Background: an optimization exercise with open tools, aiming at small area. Do not read the settings as production practice.
Only simulation tests tie the RTL to the original design; equivalence was not proved.
The clock input has no modelled driver; a real chip could not lean on it and would need a root buffer or a full tree.

Design breakout, start of the top module:
module breakout
	(
		input         clk,
		input         resetn,        
		input  [1:0]  go,            
		input         paddle_tick,
		input         ball_tick,
		output [8:0]  x,
		output [7:0]  y,
		output [2:0]  colour,
		output        plot
	);
export LEC_CHECK = 0
export CAP_MARGIN = 20
export CORE_MARGIN = 2
export CORE_UTILIZATION = 60
export SLEW_MARGIN = 20
create_clock -name core_clock -period 20.0 [get_ports {clk}]
standard.sh (not shown) runs the stock make flow with config.mk's settings and CLKGATE_MAP_FILE= SYNTH_SCRIPT=/design/flow/synth_recipe.tcl, a recipe that flattens the netlist after the stock synthesis.
==> flow/flow/run.sh <==
#!/bin/bash
# Own layout flow: the standard ORFS flow (standard.sh), with
#  - synthesis: ORFS's synth.tcl unchanged except that full adders are not
#    extracted and ABC maps with an area-oriented script (flow/abc_area.script),
#    run from four seeds, keeping the smallest result;
#    the Yosys passes before ABC, the flip-flop mapping, the flattening and the
#    renaming are the standard ones, so the registers are the same. The
#    flip-flops then get the instance names of the standard synthesis (run
#    first, matched by the register on the Q pin; flow/match_regs.py), since
#    its automatic names depend on the number of cells ABC made before them;
#  - clock tree: a two-level tree of a few large clock buffers, each leaf
#    buffer driving one cluster of flip-flops (flow/own_cts.tcl), in place of
#    TritonCTS, which makes many small clusters;
#  - port buffers: the smallest buffer (BUFFER_PORTS_ARGS).
# Each tool's output goes to a log file in the work folder.
set -euo pipefail
W=$PWD
F=$W/flow
R=$W/orfs/results/$FLOW_PLATFORM/breakout/base

# the standard synthesis, for the flip-flop names
bash "$W/standard.sh" synth > "$W/std_synth.log" 2>&1
cp "$R/1_2_yosys.v" "$W/std_1_2_yosys.v"
rm -rf "$W/orfs"

# own synthesis, with ABC's deepsyn run from four seeds in parallel (each in
# its own ORFS work folder); the smallest netlist is kept
sed -E 's|SYNTH_SCRIPT=[^ ]+|SYNTH_SCRIPT='"$W"'/own_synth_SEED.tcl|; s|WORK_HOME=[^ ]+|WORK_HOME='"$W"'/orfs_SEED|' "$W/standard.sh" > "$W/own_standard.in"
grep -q 'own_synth_SEED.tcl' "$W/own_standard.in"
grep -q 'orfs_SEED' "$W/own_standard.in"
SEEDS="1 2 3 4"
for s in $SEEDS; do
  sed -e "s|&deepsyn -T 60|\&deepsyn -T 60 -S $s|" "$F/abc_area.script" > "$W/abc_area_$s.script"
  grep -q -- "-S $s" "$W/abc_area_$s.script"
  sed -e '/^  extract_fa /d' \
      -e 's|^  log_cmd abc {\*}\$abc_args|  set abc_args [lreplace $abc_args 1 1 '"$W"'/abc_area_'"$s"'.script]\n  log_cmd abc {*}$abc_args|' \
      "$FLOW_HOME/scripts/synth.tcl" > "$W/own_synth_core_$s.tcl"
  grep -q "abc_area_$s.script" "$W/own_synth_core_$s.tcl"
  ! grep -q '^  extract_fa ' "$W/own_synth_core_$s.tcl"
  sed -e 's|source \$::env(SCRIPTS_DIR)/synth.tcl|source '"$W"'/own_synth_core_'"$s"'.tcl|' "$W/synth_recipe.tcl" > "$W/own_synth_$s.tcl"
  grep -q "own_synth_core_$s" "$W/own_synth_$s.tcl"
  sed -e "s|SEED|$s|g" "$W/own_standard.in" > "$W/own_standard_$s.sh"
  bash "$W/own_standard_$s.sh" synth > "$W/synth_$s.log" 2>&1 &
done
wait
best=""
for s in $SEEDS; do
  a=$(awk '/Chip area for module/ {print $NF}' "$W/orfs_$s/reports/$FLOW_PLATFORM/breakout/base/synth_stat.txt")
  echo "seed $s: area $a" >> "$W/synth_choice.log"
  if [[ -z "$best" ]] || awk -v a="$a" -v b="$besta" 'BEGIN {exit !(a < b)}'; then best=$s; besta=$a; fi
done
echo "kept seed $best" >> "$W/synth_choice.log"
mv "$W/orfs_$best" "$W/orfs"
python3 "$F/match_regs.py" "$W/std_1_2_yosys.v" "$R/1_2_yosys.v" > "$W/match_regs.log" 2>&1
rm -f "$R/1_synth.odb" "$R/1_synth.sdc"

# placement, the standard flow
export BUFFER_PORTS_ARGS="-buffer_cell sky130_fd_sc_hd__buf_1"
bash "$W/standard.sh" place > "$W/place.log" 2>&1

# clock tree
OWN_RESULTS="$R" OWN_PLATFORM_DIR="$FLOW_HOME/platforms/$FLOW_PLATFORM" OWN_FLOW="$F" \
OWN_CTS_LEAVES=5 OWN_CTS_LEAF_BUF=sky130_fd_sc_hd__clkbuf_16 OWN_CTS_TOPS=1 OWN_CTS_TOP_BUF=sky130_fd_sc_hd__clkbuf_8 \
  openroad -no_init -exit "$F/own_cts.tcl" > "$W/own_cts.log" 2>&1
test -s "$R/4_1_cts.odb"

# rest of the layout, the standard flow
bash "$W/standard.sh" > "$W/layout.log" 2>&1
test -s "$W/out/final.def"
Other scripts of this flow, unchanged in this note and not shown: flow/flow/abc_area.script, flow/flow/match_regs.py, flow/flow/own_cts.tcl, flow/flow/own_cts_tree.tcl
The baseline completed with no timing, DRC or antenna violations.
Then changed:
--- a/flow/config.mk
+++ b/flow/config.mk
@@ -6,6 +6,6 @@
 export NUM_CORES = 4
 export LEC_CHECK = 0
-export CAP_MARGIN = 20
+export CAP_MARGIN = 0
 export CORE_MARGIN = 2
 export CORE_UTILIZATION = 60
-export SLEW_MARGIN = 20
+export SLEW_MARGIN = 0
Worst setup slack gets worse by 0.14 ns.
Routed wire length came out lower by 2.6%.
Global-route usage came out lower by 0.56 points.
Maximum frequency came out lower by 2.5%.
Utilization came out lower by 0.14 points.
Area after synthesis barely changes.
No run of this note takes its clock network from TritonCTS; it comes from the design's own scripts or RTL.

## what the ideal ports hide
The results above use ideal ports. As a check the final layouts listed here were re-extracted and re-timed, cells and wires unchanged.
Step 1 sets driving cells, clkbuf_16 on the clock port and buf_2 on the other inputs (assumed; they add their load-dependent delay and slew).
Step 2 moves the port delays by t, midway between the first and last clock arrival at a register: inputs arrive t later, outputs are due t later. That takes back most of the time a late clock gives input paths.
Slacks: ideal / step 1 / step 2; pairs: ideal / step 1.
run | t (ns) | slack for setup (ns) | worst slew at a driven data input, ns
the first run | 0.421 | 14.343 / 14.354 / 13.933 | 0.03
the second run | 0.425 | 14.199 / 14.209 / 13.784 | 0.03
After both steps every run listed still meets setup and hold. The setup slack of the second run, which loses most, moves by +0.010 ns with the drivers and by -0.415 ns with both steps.
